Background: an optimization exercise with open tools, aiming at small area, a short achievable clock period and few clock cycles per item. Do not read the settings as production practice. At most, simulation tests tie the RTL to the original design; equivalence was not proved.

== JK ==
## HitTest
module HitTest(
    input clk,
    input rst,
    input start,
    input rsel,
    input [15:0] x,
    input [15:0] y,
    input [15:0] notex,
    input [15:0] notey,
    input signed [15:0] indx,
    input signed [15:0] indy,
    output valJR,
    output valE,
    output valr,
    output valR,
    output reg ready
);
For scale: about 1800 cells after synthesis, about 110 I/O pins, about 18000 sq um of cells after synthesis.
==> flow/config.mk <==
export PLATFORM = sky130hd
export DESIGN_NAME = HitTest
export DESIGN_NICKNAME = HitTest
export VERILOG_FILES = /design/flow/design.v
export SDC_FILE = /design/flow/constraint.sdc
export NUM_CORES = 4
export LEC_CHECK = 0
export CAP_MARGIN = 20
export CORE_MARGIN = 2
export CORE_UTILIZATION = 60
export SETUP_SLACK_MARGIN = 2.5
export SLEW_MARGIN = 20
export SYNTH_HIERARCHICAL = 1
export SYNTH_MINIMUM_KEEP_SIZE = 0
==> flow/constraint.sdc <==
create_clock -name core_clock -period 10.0 [get_ports {clk}]
set_input_delay 2.0000 -clock core_clock [delete_from_list [all_inputs] [get_ports {clk}]]
set_output_delay 2.0000 -clock core_clock [all_outputs]
set_load 0.01 [all_outputs]
standard.sh (not shown) runs the stock make flow with config.mk's settings and CLKGATE_MAP_FILE= SYNTH_SCRIPT=/design/flow/synth_recipe.tcl, a recipe that flattens the netlist after the stock synthesis.
==> flow/flow/run.sh <==
#!/bin/bash
set -euo pipefail
B="BUFFER_PORTS_ARGS=-buffer_cell sky130_fd_sc_hd__buf_1"
R=orfs/results/sky130hd/HitTest/base
bash standard.sh "$B" floorplan > standard_floorplan.log 2>&1
cat > upsize.tcl <<EOT
read_liberty $FLOW_HOME/platforms/sky130hd/lib/sky130_fd_sc_hd__tt_025C_1v80.lib
read_db $R/2_floorplan.odb
set n 0
foreach inst [[ord::get_db_block] getInsts] {
  set name [\$inst getName]
  if {[[\$inst getMaster] getName] eq "sky130_fd_sc_hd__dfxtp_1" && [string match {n[ab][xy]*} \$name]} {
    replace_cell \$name sky130_fd_sc_hd__dfxtp_4
    incr n
  }
}
puts "upsized \$n registers"
write_db $R/2_floorplan.odb
EOT
openroad -no_init -exit upsize.tcl > upsize.log 2>&1
bash standard.sh "$B" finish > standard_finish.log 2>&1
JK finished every step from synthesis to the final layout, and the layout passed the timing, DRC and antenna checks.
--- input diff JK..PW ---
diff --git a/flow/design.v b/flow/design.v
--- a/flow/design.v
+++ b/flow/design.v
@@ -889,36 +889,28 @@
 wire q589;
 Nand3 g589(.a(h573), .b(h574), .c(h575), .y(q589));
 wire q590;
 Nand3 g590(.a(h576), .b(h577), .c(h578), .y(q590));
 wire q591;
 Nand3 g591(.a(h579), .b(h580), .c(h581), .y(q591));
 wire q592;
 Nand3 g592(.a(h582), .b(h583), .c(h584), .y(q592));
 wire q593;
 Nand3 g593(.a(h585), .b(h586), .c(h587), .y(q593));
 wire q594;
-Nor2 g594(.a(q588), .b(q589), .y(q594));
+Nor3 g594(.a(q588), .b(q589), .c(q590), .y(q594));
 wire q595;
-Nor2 g595(.a(q590), .b(q591), .y(q595));
-wire q596;
-Nor2 g596(.a(q592), .b(q593), .y(q596));
-wire ol597;
-And2 g598(.a(lJR), .b(okl), .y(ol597));
-And4 g599(.a(q594), .b(q595), .c(q596), .d(ol597), .y(inJR));
-wire ol600;
-And2 g601(.a(lE), .b(okl), .y(ol600));
-And4 g602(.a(q594), .b(q595), .c(q596), .d(ol600), .y(inE));
-wire ol603;
-And2 g604(.a(lR), .b(okl), .y(ol603));
-And4 g605(.a(q594), .b(q595), .c(q596), .d(ol603), .y(inR));
+Nor3 g595(.a(q591), .b(q592), .c(q593), .y(q595));
+And4 g596(.a(q594), .b(q595), .c(lJR), .d(okl), .y(inJR));
+And4 g597(.a(q594), .b(q595), .c(lE), .d(okl), .y(inE));
+And4 g598(.a(q594), .b(q595), .c(lR), .d(okl), .y(inR));
 endmodule
 module CalvalidR(
     input [16:0] na, nb,
     input rsel,
     output inR
 );
 wire [16:0] a = ~na;
 wire [16:0] b = ~nb;
 wire t1 = a[1] & ~a[0];
 wire t2 = a[2] & ~a[1];
 wire t3 = a[3] & ~a[2];
[summary]
PW gives less least setup slack across all paths after layout than JK did. In PW, the placer's final routability congestion estimate came out about 7% above the value in JK. Run comparison: PW slowest stage cell on the critical path sky130_fd_sc_hd__fa_1; JK slowest stage cell on the critical path sky130_fd_sc_hd__or4_1. JK completed every stage of the flow, and the final layout passed the timing, DRC and antenna checks. PW completed; timing, DRC and antenna clean. Changes observed in PW relative to JK: width of the chip saw little to no change; all-layer global routing usage +1.3 points; cell count after placement roughly the same. Comparing PW and JK, the higher length of routed met2 wiring was measured on PW. As far as simple-gate area share of the yosys netlist is concerned, PW and JK perform about the same. For count of multi-input combinational gates, PW and JK come out practically identical. Reported for PW and JK, post-CTS repair timing setup buffer count turned out identical to the last digit. Portion of the layout cell area used by non-clock buffers delta (JK -> PW): insignificant.
No functional check of the RTL was part of any run of this note.

========
Another version of the RTL of HitTest (not shown whole).
Size in the first run: roughly 1,900 cells after synthesis, about 110 I/O pins, roughly 19,000 um2 of cells after synthesis.
==> module HitTest, before the edit <==
module HitTest(
    input clk,
    input rst,
    input start,
    input rsel,
    input [15:0] x,
    input [15:0] y,
    input [15:0] notex,
    input [15:0] notey,
    input signed [15:0] indx,
    input signed [15:0] indy,
    output valJR,
    output valE,
    output valr,
    output valR,
    output reg ready
);
reg [16:0] nax, nay, nbx, nby;
reg rs;
wire [16:0] dax, day, dbx, dby;
RippleSub subax(.p(x), .c(notex), .nd(dax));
RippleSub subay(.p(y), .c(notey), .nd(day));
RippleSub subbx(.p(x), .c(indx), .nd(dbx));
RippleSub subby(.p(y), .c(indy), .nd(dby));
always @(posedge clk) begin
    ready <= start & ~rst;
    nax <= dax;
    nay <= day;
    nbx <= dbx;
    nby <= dby;
    rs <= rsel;
end
Calvalid calvN(.na(nax), .nb(nay), .rsel(rs), .inJR(valJR), .inE(valE), .inR(valr));
CalvalidR calvI(.na(nbx), .nb(nby), .rsel(rs), .inR(valR));
endmodule
==> module RippleSub, before the edit <==
module RippleSub(
    input [15:0] p,
    input [15:0] c,
    output [16:0] nd
);
wire [16:0] u = ~{p[15], p};
wire [16:0] v = {c[15], c};
wire [17:0] k;
wire [7:0] g = u[7:0] & v[7:0];
wire [7:0] t = u[7:0] | v[7:0];
wire G1 = g[1] | (t[1] & g[0]);
wire G2 = g[3] | (t[3] & g[2]);
wire T2 = t[3] & t[2];
wire G3 = G2 | (T2 & G1);
wire G4 = g[5] | (t[5] & g[4]);
wire T4 = t[5] & t[4];
wire G5 = g[7] | (t[7] & g[6]);
wire T5 = t[7] & t[6];
wire G6 = G5 | (T5 & G4);
wire T6 = T5 & T4;
wire G7 = G6 | (T6 & G3);
assign k[0] = 1'b0;
assign k[8] = G7;
assign nd[0] = u[0] ^ v[0];
assign k[1] = g[0];
genvar i;
generate for (i = 1; i < 17; i = i + 1) begin : r
    if (i != 7) begin : f
        FullAdd fa(.a(u[i]), .b(v[i]), .c(k[i]), .s(nd[i]), .co(k[i + 1]));
    end else begin : e
        assign nd[i] = u[i] ^ v[i] ^ k[i];
    end
end endgenerate
endmodule
clock: 10.0 ns
lec_check: 0
cap_margin: 20
core_margin: 2
core_utilization: 60
setup_slack_margin: 2.5
slew_margin: 20
synth_hierarchical: 1
synth_minimum_keep_size: 0
==> flow/flow/run.sh <==
#!/bin/bash
# The standard layout, with the ports buffered by the smallest buffer
# (sky130_fd_sc_hd__buf_1) rather than the cell buffer_ports picks by itself;
# timing repair still resizes any port buffer on a critical path.
set -euo pipefail
bash standard.sh BUFFER_PORTS_ARGS="-buffer_cell sky130_fd_sc_hd__buf_1" finish > standard.log 2>&1
Change:
--- a/flow/design.v
+++ b/flow/design.v
@@ -1858,8 +1858,9 @@
 reg rs;
 wire [16:0] dax, day, dbx, dby;
-RippleSub subax(.p(x), .c(notex), .nd(dax));
-RippleSub subay(.p(y), .c(notey), .nd(day));
-RippleSub subbx(.p(x), .c(indx), .nd(dbx));
-RippleSub subby(.p(y), .c(indy), .nd(dby));
+wire [15:0] nx = ~x, ny = ~y;    
+RippleSub subax(.np(nx), .c(notex), .nd(dax));
+RippleSub subay(.np(ny), .c(notey), .nd(day));
+RippleSub subbx(.np(nx), .c(indx), .nd(dbx));
+RippleSub subby(.np(ny), .c(indy), .nd(dby));
 always @(posedge clk) begin
     ready <= start & ~rst;
@@ -1874,13 +1875,13 @@
 endmodule
 module RippleSub(
-    input [15:0] p,
+    input [15:0] np,
     input [15:0] c,
     output [16:0] nd
 );
-wire [16:0] u = ~{p[15], p};
+wire [16:0] u = {np[15], np};
 wire [16:0] v = {c[15], c};
 wire [17:0] k;
-wire [7:0] g = u[7:0] & v[7:0];
-wire [7:0] t = u[7:0] | v[7:0];
+wire [8:0] g = u[8:0] & v[8:0];
+wire [8:0] t = u[8:0] | v[8:0];
 wire G1 = g[1] | (t[1] & g[0]);
 wire G2 = g[3] | (t[3] & g[2]);
@@ -1894,11 +1895,12 @@
 wire T6 = T5 & T4;
 wire G7 = G6 | (T6 & G3);
+wire G8 = g[8] | (t[8] & G7);
 assign k[0] = 1'b0;
-assign k[8] = G7;
+assign k[9] = G8;
 assign nd[0] = u[0] ^ v[0];
 assign k[1] = g[0];
 genvar i;
 generate for (i = 1; i < 17; i = i + 1) begin : r
-    if (i != 7) begin : f
+    if (i != 8) begin : f
         FullAdd fa(.a(u[i]), .b(v[i]), .c(k[i]), .s(nd[i]), .co(k[i + 1]));
     end else begin : e
Effect: Worst setup slack loses 0.049 ns; via count drops slightly; critical path depth grows by 1; wire length is about the same.
No functional check of the RTL was part of any run of this note.

========
== old ==
HitTest, a different RTL version from the one above (not shown whole).
Size in the first run: roughly 1500 cells after synthesis, ~66 flip-flops, ~110 I/O pins.
==> module HitTest, before the edit <==
module HitTest(
    input clk,
    input rst,
    input start,
    input rsel,
    input [15:0] x,
    input [15:0] y,
    input [15:0] notex,
    input [15:0] notey,
    input signed [15:0] indx,
    input signed [15:0] indy,
    output valJR,
    output valE,
    output valr,
    output valR,
    output reg ready
);
reg [15:0] nax, nay;
reg [15:0] mbx, mby;
reg rs;
wire [16:0] dax, day, dbx, dby;
wire [15:0] nx = ~x, ny = ~y;    
RippleSub subax(.np(nx), .c(notex), .nd(dax));
RippleSub subay(.np(ny), .c(notey), .nd(day));
RippleSub subbx(.np(nx), .c(indx), .nd(dbx));
RippleSub subby(.np(ny), .c(indy), .nd(dby));
wire [15:0] aax, aay, abx, aby;
Magnitude magax(.nd(dax), .m(aax));
Magnitude magay(.nd(day), .m(aay));
Magnitude magbx(.nd(dbx), .m(abx));
Magnitude magby(.nd(dby), .m(aby));
always @(posedge clk) begin
    ready <= start & ~rst;
    nax <= ~aax;
    nay <= ~aay;
    mbx <= abx;
    mby <= aby;
    rs <= rsel;
end
Calvalid calvN(.na(nax), .nb(nay), .rsel(rs), .inJR(valJR), .inE(valE), .inR(valr));
CalvalidR calvI(.ma(mbx), .mb(mby), .rsel(rs), .inR(valR));
endmodule
==> module Magnitude, before the edit <==
module Magnitude(
    input [16:0] nd,
    output [15:0] m
);
wire [15:0] c;
assign c[0] = 1'b1;
genvar i;
generate for (i = 1; i < 16; i = i + 1) begin : a
    assign c[i] = c[i - 1] & nd[i - 1];
end endgenerate
assign m = nd[15:0] ^ ({16{nd[16]}} | c);
endmodule
Settings: LEC_CHECK=0, CAP_MARGIN=20, CORE_MARGIN=2, CORE_UTILIZATION=60, SETUP_SLACK_MARGIN=3.3, SLEW_MARGIN=20, SYNTH_HIERARCHICAL=1, SYNTH_MINIMUM_KEEP_SIZE=0; clock period 10.0 ns.
==> flow/flow/run.sh <==
#!/bin/bash
set -euo pipefail
B="BUFFER_PORTS_ARGS=-buffer_cell sky130_fd_sc_hd__buf_1"
R=orfs/results/sky130hd/HitTest/base
bash standard.sh "$B" floorplan > standard_floorplan.log 2>&1
cat > upsize.tcl <<EOT
read_liberty $FLOW_HOME/platforms/sky130hd/lib/sky130_fd_sc_hd__tt_025C_1v80.lib
read_db $R/2_floorplan.odb
set n 0
foreach inst [[ord::get_db_block] getInsts] {
  set name [\$inst getName]
  if {[[\$inst getMaster] getName] eq "sky130_fd_sc_hd__dfxtp_1" && [string match {[nm][ab][xy]*} \$name]} {
    replace_cell \$name sky130_fd_sc_hd__dfxtp_4
    incr n
  }
}
puts "upsized \$n registers"
write_db $R/2_floorplan.odb
EOT
openroad -no_init -exit upsize.tcl > upsize.log 2>&1
bash standard.sh "$B" SETUP_MOVE_SEQUENCE=sizeup,swap finish > standard_finish.log 2>&1
Testbench counts of old, summed over its fixed seeds: cycles 16,000, items 16,000.
Edits applied to the flow inputs when going from old to new:
--- a/flow/design.v
+++ b/flow/design.v
@@ -1115,15 +1115,15 @@
 RippleSub subay(.np(ny), .c(notey), .nd(day));
 RippleSub subbx(.np(nx), .c(indx), .nd(dbx));
 RippleSub subby(.np(ny), .c(indy), .nd(dby));
-wire [15:0] aax, aay, abx, aby;
-Magnitude magax(.nd(dax), .m(aax));
-Magnitude magay(.nd(day), .m(aay));
-Magnitude magbx(.nd(dbx), .m(abx));
-Magnitude magby(.nd(dby), .m(aby));
+wire [15:0] aax, aay, abx, aby;    
+Magnitude #(.INV(1)) magax(.nd(dax), .m(aax));
+Magnitude #(.INV(1)) magay(.nd(day), .m(aay));
+Magnitude #(.INV(0)) magbx(.nd(dbx), .m(abx));
+Magnitude #(.INV(0)) magby(.nd(dby), .m(aby));
 always @(posedge clk) begin
     ready <= start & ~rst;
-    nax <= ~aax;
-    nay <= ~aay;
+    nax <= aax;
+    nay <= aay;
     mbx <= abx;
     mby <= aby;
     rs <= rsel;
@@ -1131,7 +1131,7 @@
 Calvalid calvN(.na(nax), .nb(nay), .rsel(rs), .inJR(valJR), .inE(valE), .inR(valr));
 CalvalidR calvI(.ma(mbx), .mb(mby), .rsel(rs), .inR(valR));
 endmodule
-module Magnitude(
+module Magnitude #(parameter INV = 0) (
     input [16:0] nd,
     output [15:0] m
 );
@@ -1141,7 +1141,11 @@
 generate for (i = 1; i < 16; i = i + 1) begin : a
     assign c[i] = c[i - 1] & nd[i - 1];
 end endgenerate
-assign m = nd[15:0] ^ ({16{nd[16]}} | c);
+generate if (INV != 0) begin : inv
+    assign m = nd[15:0] ^ ~({16{nd[16]}} | c);
+end else begin : pos
+    assign m = nd[15:0] ^ ({16{nd[16]}} | c);
+end endgenerate
 endmodule
 module RippleSub(
     input [15:0] np,
new: basic-gate share of the synthesized area counting and, or, nand and nor cells is 0.89 points higher than what old reported.
Summary: with old as the reference, cell area after placement in new moved down slightly.
new: final hold slack lower than old
Compared with old, new shows a higher adder-cell share of the synthesized area.
Looking at worst slack at placement, new sits 0.10 ns above old.
[compare] base=old new=new: part of the Yosys area used for sequential elements barely changed; XOR/XNOR share of the synthesized area held.
The RTL of new was laid out without a check of its function.

========
HitTest, a different RTL version from the one above (not shown whole).
For scale: ~1800 cells after synthesis, ~70 flip-flops, ~110 I/O pins.
export LEC_CHECK = 0
export CAP_MARGIN = 20
export CORE_MARGIN = 2
export CORE_UTILIZATION = 60
export SETUP_SLACK_MARGIN = 3.3
export SLEW_MARGIN = 20
export SYNTH_HIERARCHICAL = 1
export SYNTH_MINIMUM_KEEP_SIZE = 0
create_clock -name core_clock -period 10.0 [get_ports {clk}]
==> flow/flow/run.sh <==
#!/bin/bash
set -euo pipefail
B="BUFFER_PORTS_ARGS=-buffer_cell sky130_fd_sc_hd__buf_1"
R=orfs/results/sky130hd/HitTest/base
bash standard.sh "$B" floorplan > standard_floorplan.log 2>&1
cat > upsize.tcl <<EOT
read_liberty $FLOW_HOME/platforms/sky130hd/lib/sky130_fd_sc_hd__tt_025C_1v80.lib
read_db $R/2_floorplan.odb
set n 0
foreach inst [[ord::get_db_block] getInsts] {
  set name [\$inst getName]
  if {[[\$inst getMaster] getName] eq "sky130_fd_sc_hd__dfxtp_1" && [string match {n[ab][xy]*} \$name]} {
    replace_cell \$name sky130_fd_sc_hd__dfxtp_4
    incr n
  }
}
puts "upsized \$n registers"
write_db $R/2_floorplan.odb
EOT
openroad -no_init -exit upsize.tcl > upsize.log 2>&1
bash standard.sh "$B" SETUP_MOVE_SEQUENCE=sizeup,swap finish > standard_finish.log 2>&1
Testbench counts at the start, summed over its fixed seeds: cycles 16,000, items 16,000.
Rerun with:
--- a/flow/design.v
+++ b/flow/design.v
@@ -898,14 +898,22 @@
 Nand3 g593(.a(h585), .b(h586), .c(h587), .y(q593));
 wire q594;
 Nor3 g594(.a(q588), .b(q589), .c(q590), .y(q594));
 wire q595;
 Nor3 g595(.a(q591), .b(q592), .c(q593), .y(q595));
 And4 g596(.a(q594), .b(q595), .c(lJR), .d(okl), .y(inJR));
-And4 g597(.a(q594), .b(q595), .c(lE), .d(okl), .y(inE));
-And4 g598(.a(q594), .b(q595), .c(lR), .d(okl), .y(inR));
+wire q597;
+Nor3 g597(.a(q588), .b(q589), .c(q590), .y(q597));
+wire q598;
+Nor3 g598(.a(q591), .b(q592), .c(q593), .y(q598));
+And4 g599(.a(q597), .b(q598), .c(lE), .d(okl), .y(inE));
+wire q600;
+Nor3 g600(.a(q588), .b(q589), .c(q590), .y(q600));
+wire q601;
+Nor3 g601(.a(q591), .b(q592), .c(q593), .y(q601));
+And4 g602(.a(q600), .b(q601), .c(lR), .d(okl), .y(inR));
 endmodule
 module CalvalidR(
     input [16:0] na, nb,
     input rsel,
     output inR
 );
=>
- hold slack gets better by 0.0073 ns
- setup slack gets worse by 0.0038 ns
- synthesized area barely changes
- die area stays flat
- final area grows by 0.95%
- non-clock buffer count stays the same
Only the layout flow was run in the second run of this note; the RTL was not checked for function there.

## what the ideal ports hide
In the flow no input, the clock included, has a driving cell. The finished layouts below were timed again as built, in two steps. Step 1, drivers: a clkbuf_16 drives clk and a buf_2 each remaining input, both assumed. Step 2 moves the port delays by t, midway between the first and last clock arrival at a register: inputs arrive t later, outputs are due t later. That takes back most of the time a late clock gives input paths. Slacks: no drivers / after step 1 / after step 2; pairs: no drivers / after step 1.
run | t (ns) | setup slack, ns | worst data-port slew with drivers (ns) | cell pins on the clock port's net
JK | 0.383 | 2.907 / 2.860 / 3.243 | 0.07 | 1
PW | 0.385 | 2.899 / 2.851 / 3.236 | 0.09 | 1
the first run of note 2 | 0.384 | 2.793 / 2.746 / 2.845 | 0.09 | 1
the second run of note 2 | 0.386 | 2.744 / 2.698 / 3.083 | 0.10 | 1
old | 0.371 | 3.211 / 3.169 / 3.085 | 0.08 | 1
new | 0.394 | 3.112 / 3.062 / 3.203 | 0.05 | 1
the first run of note 4 | 0.390 | 3.106 / 3.057 / 3.447 | 0.10 | 1
the second run of note 4 | 0.395 | 3.102 / 3.055 / 3.450 | 0.10 | 1
After both steps every run listed still meets setup and hold. The setup slack of old, which loses most, moves by -0.042 ns with the drivers and by -0.126 ns with both steps.
